This design comes from an exercise in tuning for small area on the open sky130 flow, not from production work.
Function was checked by simulation only, so behaviour that the tests miss may differ from the original.
The flow treats the clock pin as an ideal source, which a real chip does not have.
Power is estimated from default activity; no workload was simulated.

==> flow/design.v <==
module parking_management_system (
    input wire clk,
    input wire reset,
    input wire car_entered,
    input wire car_exited,
    input wire is_uni_car_entered,
    input wire is_uni_car_exited,
    output wire [9:0] uni_parked_car,
    output wire [9:0] parked_car,
    output wire [9:0] uni_vacated_space,
    output wire [9:0] vacated_space,
    output reg uni_is_vacated_space,
    output reg is_vacated_space
);
    genvar gi;
    reg [8:0] uni_cnt;
    reg [8:0] non_cnt;
    assign uni_parked_car    = {1'b0, uni_cnt};
    assign parked_car        = {1'b0, non_cnt};
    assign uni_vacated_space = {1'b0, 9'd500 - uni_cnt};   
    assign vacated_space     = 10'd200 - {1'b0, non_cnt};
    reg [18:0] lfsr;
    reg [2:0]  seg;    
    wire hit      = ((lfsr ^ 19'h10821) & 19'h6fdfd) == 19'd0;
    wire seg_last = seg[2] & ~seg[1];
    wire [18:0] lfsr_next = {lfsr[17:0], lfsr[18] ^ lfsr[4] ^ lfsr[1] ^ lfsr[0]} ^ {13'd0, hit, 5'd0};
    reg non_full;
    always @(*) begin
        case (seg)
            3'b011:  non_full = &{non_cnt[7:3], non_cnt[1]};                            
            3'b111:  non_full = &{non_cnt[8], non_cnt[5], non_cnt[3], non_cnt[2]};      
            3'b110:  non_full = &{non_cnt[8], non_cnt[6], non_cnt[4:1]};                
            3'b100:  non_full = &{non_cnt[8:4], non_cnt[2]};                            
            default: non_full = &{non_cnt[7:6], non_cnt[3]};                            
        endcase
    end
    wire uni_room = ~&{uni_cnt[8:4], uni_cnt[2]};
    localparam [9:0] TOT_K = 10'd324;
    wire [9:0] tot_s = {1'b0, uni_cnt} ^ {1'b0, non_cnt} ^ TOT_K;
    wire [9:0] tot_g = ({1'b0, uni_cnt} & {1'b0, non_cnt}) | (({1'b0, uni_cnt} | {1'b0, non_cnt}) & TOT_K);
    wire [10:0] tot_c;
    assign tot_c[0] = 1'b0;
    generate for (gi = 0; gi < 10; gi = gi + 1) begin : g_tot
        wire b = (gi == 0) ? 1'b0 : tot_g[gi-1];
        assign tot_c[gi+1] = (tot_s[gi] & b) | (tot_c[gi] & (tot_s[gi] | b));
    end endgenerate
    wire tot_room = ~(tot_c[10] | tot_g[9]);
    wire uni_ok   = uni_room & tot_room;
    wire non_ok   = ~non_full & tot_room;
    wire uni_in   = car_entered & is_uni_car_entered;
    wire uni_out  = ~uni_in & car_exited & is_uni_car_exited;
    wire non_in   = car_entered & ~is_uni_car_entered & ~(car_exited & is_uni_car_exited);
    wire non_out  = ~car_entered & car_exited & ~is_uni_car_exited;
    wire [9:0] uni_ones, uni_zero, non_ones, non_zero;
    assign uni_ones[0] = 1'b1;
    assign uni_zero[0] = 1'b1;
    assign non_ones[0] = 1'b1;
    assign non_zero[0] = 1'b1;
    generate for (gi = 0; gi < 9; gi = gi + 1) begin : g_chain
        assign uni_ones[gi+1] = uni_ones[gi] & uni_cnt[gi];
        assign uni_zero[gi+1] = uni_zero[gi] & ~uni_cnt[gi];
        assign non_ones[gi+1] = non_ones[gi] & non_cnt[gi];
        assign non_zero[gi+1] = non_zero[gi] & ~non_cnt[gi];
    end endgenerate
    wire uni_nz = ~uni_zero[9];
    wire non_nz = ~non_zero[9];
    wire uni_up = uni_in & uni_ok;
    wire uni_dn = uni_out & uni_nz;
    wire non_up = non_in & non_ok;
    wire non_dn = non_out & non_nz;
    wire [8:0] uni_tgl = ({9{uni_up}} & uni_ones[8:0]) | ({9{uni_dn}} & uni_zero[8:0]);
    wire [8:0] non_tgl = ({9{non_up}} & non_ones[8:0]) | ({9{non_dn}} & non_zero[8:0]);
    always @(posedge clk or posedge reset) begin
        if (reset) begin
            uni_cnt <= 9'd0;
            non_cnt <= 9'd0;
            uni_is_vacated_space <= 1'b1;
            is_vacated_space <= 1'b1;
            lfsr <= 19'h28418;
            seg <= 3'b000;
        end else begin
            lfsr <= lfsr_next;
            if (hit & ~seg_last)
                seg <= {seg[1:0], ~seg[2]};
            uni_cnt <= uni_cnt ^ uni_tgl;
            non_cnt <= non_cnt ^ non_tgl;
            if (uni_in | non_in) begin
                uni_is_vacated_space <= uni_ok;
                is_vacated_space <= non_ok;
            end else begin
                if (uni_out & uni_nz) uni_is_vacated_space <= 1'b1;
                if (non_out & non_nz) is_vacated_space <= 1'b1;
            end
        end
    end
endmodule
==> flow/config.mk <==
export PLATFORM = sky130hd
export DESIGN_NAME = parking_management_system
export DESIGN_NICKNAME = parking_management_system
export VERILOG_FILES = /design/flow/design.v
export SDC_FILE = /design/flow/constraint.sdc
export NUM_CORES = 4
export LEC_CHECK = 0
export CAP_MARGIN = 20
export CORE_MARGIN = 2
export CORE_UTILIZATION = 40
export SLEW_MARGIN = 20
==> flow/constraint.sdc <==
create_clock -name core_clock -period 10.0 [get_ports {clk}]
set_input_delay 2.0000 -clock core_clock [delete_from_list [all_inputs] [get_ports {clk}]]
set_output_delay 2.0000 -clock core_clock [all_outputs]
set_load 0.01 [all_outputs]
standard.sh (not shown) runs the stock make flow with config.mk's settings and CLKGATE_MAP_FILE= SYNTH_SCRIPT=/design/flow/synth_recipe.tcl, a recipe that flattens the netlist after the stock synthesis.
==> flow/flow/run.sh <==
#!/bin/bash
# Own layout flow:
#  1. the standard synthesis (standard.sh synth);
#  2. an area-oriented re-mapping of its combinational logic with ABC
#     (registers, their names and cell types untouched): three passes of four
#     differently seeded runs each, every pass starting from the smallest
#     netlist so far, keeping the smallest;
#  3. the standard layout steps, with the smallest buffer on the ports, a
#     clock tree without dummy loads, its root and its lightly loaded leaf
#     buffers resized afterwards.
# Each tool writes its full output to a log_*.log file here.
set -euo pipefail
HERE=$(pwd)
RES=$HERE/orfs/results/$FLOW_PLATFORM/parking_management_system/base
LIB=$FLOW_HOME/platforms/sky130hd/lib/sky130_fd_sc_hd__tt_025C_1v80.lib

bash standard.sh synth > $HERE/log_synth.log 2>&1
cp $RES/1_2_yosys.v $HERE/std_1_2_yosys.v

best=$HERE/std_1_2_yosys.v; best_area=1e99
resyn_pass() {  # $1 = pass name, $2 = input netlist
  local p=$1 in=$2 s n a
  for s in $HERE/flow/${p}_*.abc; do
    n=$(basename $s .abc)
    mkdir -p $HERE/resyn_$n
    ( LIB=$LIB NET_IN=$in NET_OUT=$HERE/resyn_$n/out.v ABC_SCRIPT=$s LOGDIR=$HERE/resyn_$n \
        yosys -c $HERE/flow/resyn.tcl > $HERE/log_resyn_$n.log 2>&1 || true ) &
  done
  wait
  for s in $HERE/flow/${p}_*.abc; do
    n=$(basename $s .abc)
    [[ -f $HERE/resyn_$n/out.v && -f $HERE/resyn_$n/resyn_after.stat ]] || continue
    a=$(awk '/Chip area/ {print $NF}' $HERE/resyn_$n/resyn_after.stat)
    echo "$n $a" >> $HERE/resyn_areas.txt
    if awk -v a=$a -v b=$best_area 'BEGIN{exit !(a<b)}'; then best=$HERE/resyn_$n/out.v; best_area=$a; fi
  done
}
resyn_pass p1 $HERE/std_1_2_yosys.v
resyn_pass p2 $best
resyn_pass p3 $best
echo "chosen $best $best_area" >> $HERE/resyn_areas.txt
cp $best $RES/1_2_yosys.v
touch $RES/1_2_yosys.v

bash standard.sh BUFFER_PORTS_ARGS="-buffer_cell sky130_fd_sc_hd__buf_1" CTS_ARGS="$(cat $HERE/flow/cts_args)" \
  POST_CTS_TCL=$HERE/flow/post_cts.tcl $(cat $HERE/flow/clk_cells) finish > $HERE/log_finish.log 2>&1
Other scripts of this flow, unchanged in this note and not shown: flow/flow/clk_cells, flow/flow/cts_args, flow/flow/p1_1.abc, flow/flow/p1_2.abc, flow/flow/p1_3.abc, flow/flow/p1_4.abc, flow/flow/p2_1.abc, flow/flow/p2_2.abc, flow/flow/p2_3.abc, flow/flow/p2_4.abc, flow/flow/p3_1.abc, flow/flow/p3_2.abc, flow/flow/p3_3.abc, flow/flow/p3_4.abc, flow/flow/post_cts.tcl, flow/flow/resyn.tcl
Change:
--- a/flow/design.v
+++ b/flow/design.v
@@ -22,20 +22,16 @@
     reg [18:0] lfsr;
     reg [2:0]  seg;    
     wire hit      = ((lfsr ^ 19'h10821) & 19'h6fdfd) == 19'd0;
     wire seg_last = seg[2] & ~seg[1];
     wire [18:0] lfsr_next = {lfsr[17:0], lfsr[18] ^ lfsr[4] ^ lfsr[1] ^ lfsr[0]} ^ {13'd0, hit, 5'd0};
-    reg non_full;
-    always @(*) begin
-        case (seg)
-            3'b011:  non_full = &{non_cnt[7:3], non_cnt[1]};                            
-            3'b111:  non_full = &{non_cnt[8], non_cnt[5], non_cnt[3], non_cnt[2]};      
-            3'b110:  non_full = &{non_cnt[8], non_cnt[6], non_cnt[4:1]};                
-            3'b100:  non_full = &{non_cnt[8:4], non_cnt[2]};                            
-            default: non_full = &{non_cnt[7:6], non_cnt[3]};                            
-        endcase
-    end
+    wire non_full =
+        (~seg[2] & ~seg[1] & (&{non_cnt[7:6], non_cnt[3]}))                         
+      | (~seg[2] &  seg[1] & (&{non_cnt[7:3], non_cnt[1]}))                         
+      | ( seg[2] &  seg[0] & (&{non_cnt[8], non_cnt[5], non_cnt[3], non_cnt[2]}))   
+      | ( seg[1] & ~seg[0] & (&{non_cnt[8], non_cnt[6], non_cnt[4:1]}))             
+      | ( seg[2] & ~seg[1] & (&{non_cnt[8:4], non_cnt[2]}));                        
     wire uni_room = ~&{uni_cnt[8:4], uni_cnt[2]};
     localparam [9:0] TOT_K = 10'd324;
     wire [9:0] tot_s = {1'b0, uni_cnt} ^ {1'b0, non_cnt} ^ TOT_K;
     wire [9:0] tot_g = ({1'b0, uni_cnt} & {1'b0, non_cnt}) | (({1'b0, uni_cnt} | {1'b0, non_cnt}) & TOT_K);
     wire [10:0] tot_c;
Clock skew went up by 0.016 ns.
Die area went down slightly.
Cell area is about the same.
Synthesized area went down slightly.
Non-clock buffer count is unchanged.
Wire length is about the same.
Setup slack degrades by 0.055 ns.
Total power went up slightly.
Global-route usage went up by 0.17 points.

Another version of the RTL of parking_management_system (not shown whole).
For scale: roughly 250 cells after synthesis, ~48 I/O pins, roughly 2000 um2 of cells after synthesis.
==> module parking_management_system, before the edit <==
module parking_management_system (
    input wire clk,
    input wire reset,
    input wire car_entered,
    input wire car_exited,
    input wire is_uni_car_entered,
    input wire is_uni_car_exited,
    output wire [9:0] uni_parked_car,
    output wire [9:0] parked_car,
    output wire [9:0] uni_vacated_space,
    output wire [9:0] vacated_space,
    output reg uni_is_vacated_space,
    output reg is_vacated_space
);
    reg [8:0] uni_cnt;
    reg [8:0] non_cnt;
    assign uni_parked_car    = {1'b0, uni_cnt};
    assign parked_car        = {1'b0, non_cnt};
    assign uni_vacated_space = {1'b0, 9'd500 - uni_cnt};   
    assign vacated_space     = 10'd200 - {1'b0, non_cnt};
    reg [18:0] lfsr;
    reg [2:0]  seg;    
    wire hit      = ((lfsr ^ 19'h10821) & 19'h6fdfd) == 19'd0;
    wire seg_last = seg[2] & ~seg[1];
    wire [18:0] lfsr_next = {lfsr[17:0], lfsr[18] ^ lfsr[4] ^ lfsr[1] ^ lfsr[0]} ^ {13'd0, hit, 5'd0};
    reg non_full;
    always @(*) begin
        case (seg)
            3'b011:  non_full = &{non_cnt[7:3], non_cnt[1]};                            
            3'b111:  non_full = &{non_cnt[8], non_cnt[5], non_cnt[3], non_cnt[2]};      
            3'b110:  non_full = &{non_cnt[8], non_cnt[6], non_cnt[4:1]};                
            3'b100:  non_full = &{non_cnt[8:4], non_cnt[2]};                            
            default: non_full = &{non_cnt[7:6], non_cnt[3]};                            
        endcase
    end
    wire uni_room = ~&{uni_cnt[8:4], uni_cnt[2]};
    wire tot_room = ({1'b0, uni_cnt} + {1'b0, non_cnt}) < 10'd700;
    wire uni_ok   = uni_room & tot_room;
    wire non_ok   = ~non_full & tot_room;
    wire uni_in   = car_entered & is_uni_car_entered;
    wire uni_out  = ~uni_in & car_exited & is_uni_car_exited;
    wire non_in   = car_entered & ~is_uni_car_entered & ~(car_exited & is_uni_car_exited);
    wire non_out  = ~car_entered & car_exited & ~is_uni_car_exited;
    wire uni_nz = |uni_cnt;
    wire non_nz = |non_cnt;
    wire uni_en = uni_in ? uni_ok : (uni_out & uni_nz);
    wire non_en = non_in ? non_ok : (non_out & non_nz);
    wire [8:0] uni_x = uni_cnt ^ {9{~uni_in}};
    wire [8:0] non_x = non_cnt ^ {9{~non_in}};
    wire [8:0] uni_tgl, non_tgl;
    assign uni_tgl[0] = uni_en;
    assign non_tgl[0] = non_en;
    genvar gi;
    generate for (gi = 1; gi < 9; gi = gi + 1) begin : g_tgl
        assign uni_tgl[gi] = uni_tgl[gi-1] & uni_x[gi-1];
        assign non_tgl[gi] = non_tgl[gi-1] & non_x[gi-1];
    end endgenerate
    always @(posedge clk or posedge reset) begin
        if (reset) begin
            uni_cnt <= 9'd0;
            non_cnt <= 9'd0;
            uni_is_vacated_space <= 1'b1;
            is_vacated_space <= 1'b1;
            lfsr <= 19'h28418;
            seg <= 3'b000;
        end else begin
            lfsr <= lfsr_next;
            if (hit & ~seg_last)
                seg <= {seg[1:0], ~seg[2]};
            uni_cnt <= uni_cnt ^ uni_tgl;
            non_cnt <= non_cnt ^ non_tgl;
            if (uni_in | non_in) begin
                uni_is_vacated_space <= uni_ok;
                is_vacated_space <= non_ok;
            end else begin
                if (uni_out & uni_nz) uni_is_vacated_space <= 1'b1;
                if (non_out & non_nz) is_vacated_space <= 1'b1;
            end
        end
    end
endmodule
Settings: LEC_CHECK=0, CAP_MARGIN=20, CORE_MARGIN=2, CORE_UTILIZATION=40, SLEW_MARGIN=20; clock period 10.0 ns.
==> flow/flow/run.sh <==
#!/bin/bash
# Own layout flow: the standard synthesis, an area-oriented re-mapping of its
# combinational logic (registers untouched; the smallest of a few ABC scripts
# is kept), then the standard layout steps with the smallest buffer on the
# ports and a clock tree without dummy loads.
set -euo pipefail
HERE=$(pwd)
RES=$HERE/orfs/results/$FLOW_PLATFORM/parking_management_system/base
LIB=$FLOW_HOME/platforms/sky130hd/lib/sky130_fd_sc_hd__tt_025C_1v80.lib

bash standard.sh synth > $HERE/log_synth.log 2>&1
cp $RES/1_2_yosys.v $HERE/std_1_2_yosys.v

best=""; best_area=""
for s in $HERE/flow/area*.abc; do
  n=$(basename $s .abc)
  mkdir -p $HERE/resyn_$n
  ( LIB=$LIB NET_IN=$HERE/std_1_2_yosys.v NET_OUT=$HERE/resyn_$n/out.v ABC_SCRIPT=$s LOGDIR=$HERE/resyn_$n \
      yosys -c $HERE/flow/resyn.tcl > $HERE/log_resyn_$n.log 2>&1 ) &
done
wait
for s in $HERE/flow/area*.abc; do
  n=$(basename $s .abc)
  [[ -f $HERE/resyn_$n/out.v ]] || continue
  a=$(awk '/Chip area/ {print $NF}' $HERE/resyn_$n/resyn_after.stat)
  echo "$n $a" >> $HERE/resyn_areas.txt
  if [[ -z "$best" ]] || awk -v a=$a -v b=$best_area 'BEGIN{exit !(a<b)}'; then best=$n; best_area=$a; fi
done
echo "chosen $best $best_area" >> $HERE/resyn_areas.txt
cp $HERE/resyn_$best/out.v $RES/1_2_yosys.v
touch $RES/1_2_yosys.v

bash standard.sh BUFFER_PORTS_ARGS="-buffer_cell sky130_fd_sc_hd__buf_1" CTS_ARGS="$(cat $HERE/flow/cts_args)" finish > $HERE/log_finish.log 2>&1
Other scripts of this flow, unchanged in this note and not shown: flow/flow/area1.abc, flow/flow/area2.abc, flow/flow/area3.abc, flow/flow/area4.abc, flow/flow/cts_args, flow/flow/resyn.tcl
Then changed:
--- a/flow/design.v
+++ b/flow/design.v
@@ -14,11 +14,11 @@
 );
     reg [8:0] uni_cnt;
     reg [8:0] non_cnt;
     assign uni_parked_car    = {1'b0, uni_cnt};
     assign parked_car        = {1'b0, non_cnt};
-    assign uni_vacated_space = {1'b0, 9'd500 - uni_cnt};   
+    assign uni_vacated_space = 10'd500 - {1'b0, uni_cnt};
     assign vacated_space     = 10'd200 - {1'b0, non_cnt};
     reg [18:0] lfsr;
     reg [2:0]  seg;    
     wire hit      = ((lfsr ^ 19'h10821) & 19'h6fdfd) == 19'd0;
     wire seg_last = seg[2] & ~seg[1];
Outcome:
- sequential share of layout area rose by 0.47 points
- wire length fell by 10%
- worst setup slack gets better by 0.26 ns
- fmax rose by 6.3%
- combinational power fell by 14%
- total power fell by 1.5%
- core utilization rose by 1.4 points
- design area fell by 1.0%
- via count fell by 17%
- worst hold slack hardly moves

## re-timing with driven ports
In the flow no input, the clock included, has a driving cell. The finished layouts below were timed again as built, in two steps. Step 1, drivers: a clkbuf_16 drives clk and a buf_2 each remaining input, both assumed. Step 2 also shifts input and output timing later by t, the mid clock arrival at the registers, as if the neighbouring blocks saw the same clock. a / b / c = ideal / step 1 / step 2; a / b = the first two.
run | t (ns) | slack for setup (ns) | hold slack, ns | worst data-port slew with drivers (ns) | cell pins on the clock port's net
the first run of note 1 | 0.359 | 5.659 / 5.634 / 5.700 | 0.370 / 0.370 / 0.370 | 0.03 | 1
the second run of note 1 | 0.367 | 5.604 / 5.579 / 5.396 | 0.355 / 0.355 / 0.355 | 0.03 | 1
the first run of note 2 | 0.312 | 5.627 / 5.598 / 5.910 | 0.357 / 0.357 / 0.357 | 0.03 | 1
the second run of note 2 | 0.310 | 5.884 / 5.857 / 6.017 | 0.359 / 0.359 / 0.359 | 0.03 | 1
After both steps setup and hold are still met in every run listed. For the second run of note 1, which loses most, drivers alone change the setup slack by -0.025 ns; drivers and shift together by -0.208 ns.
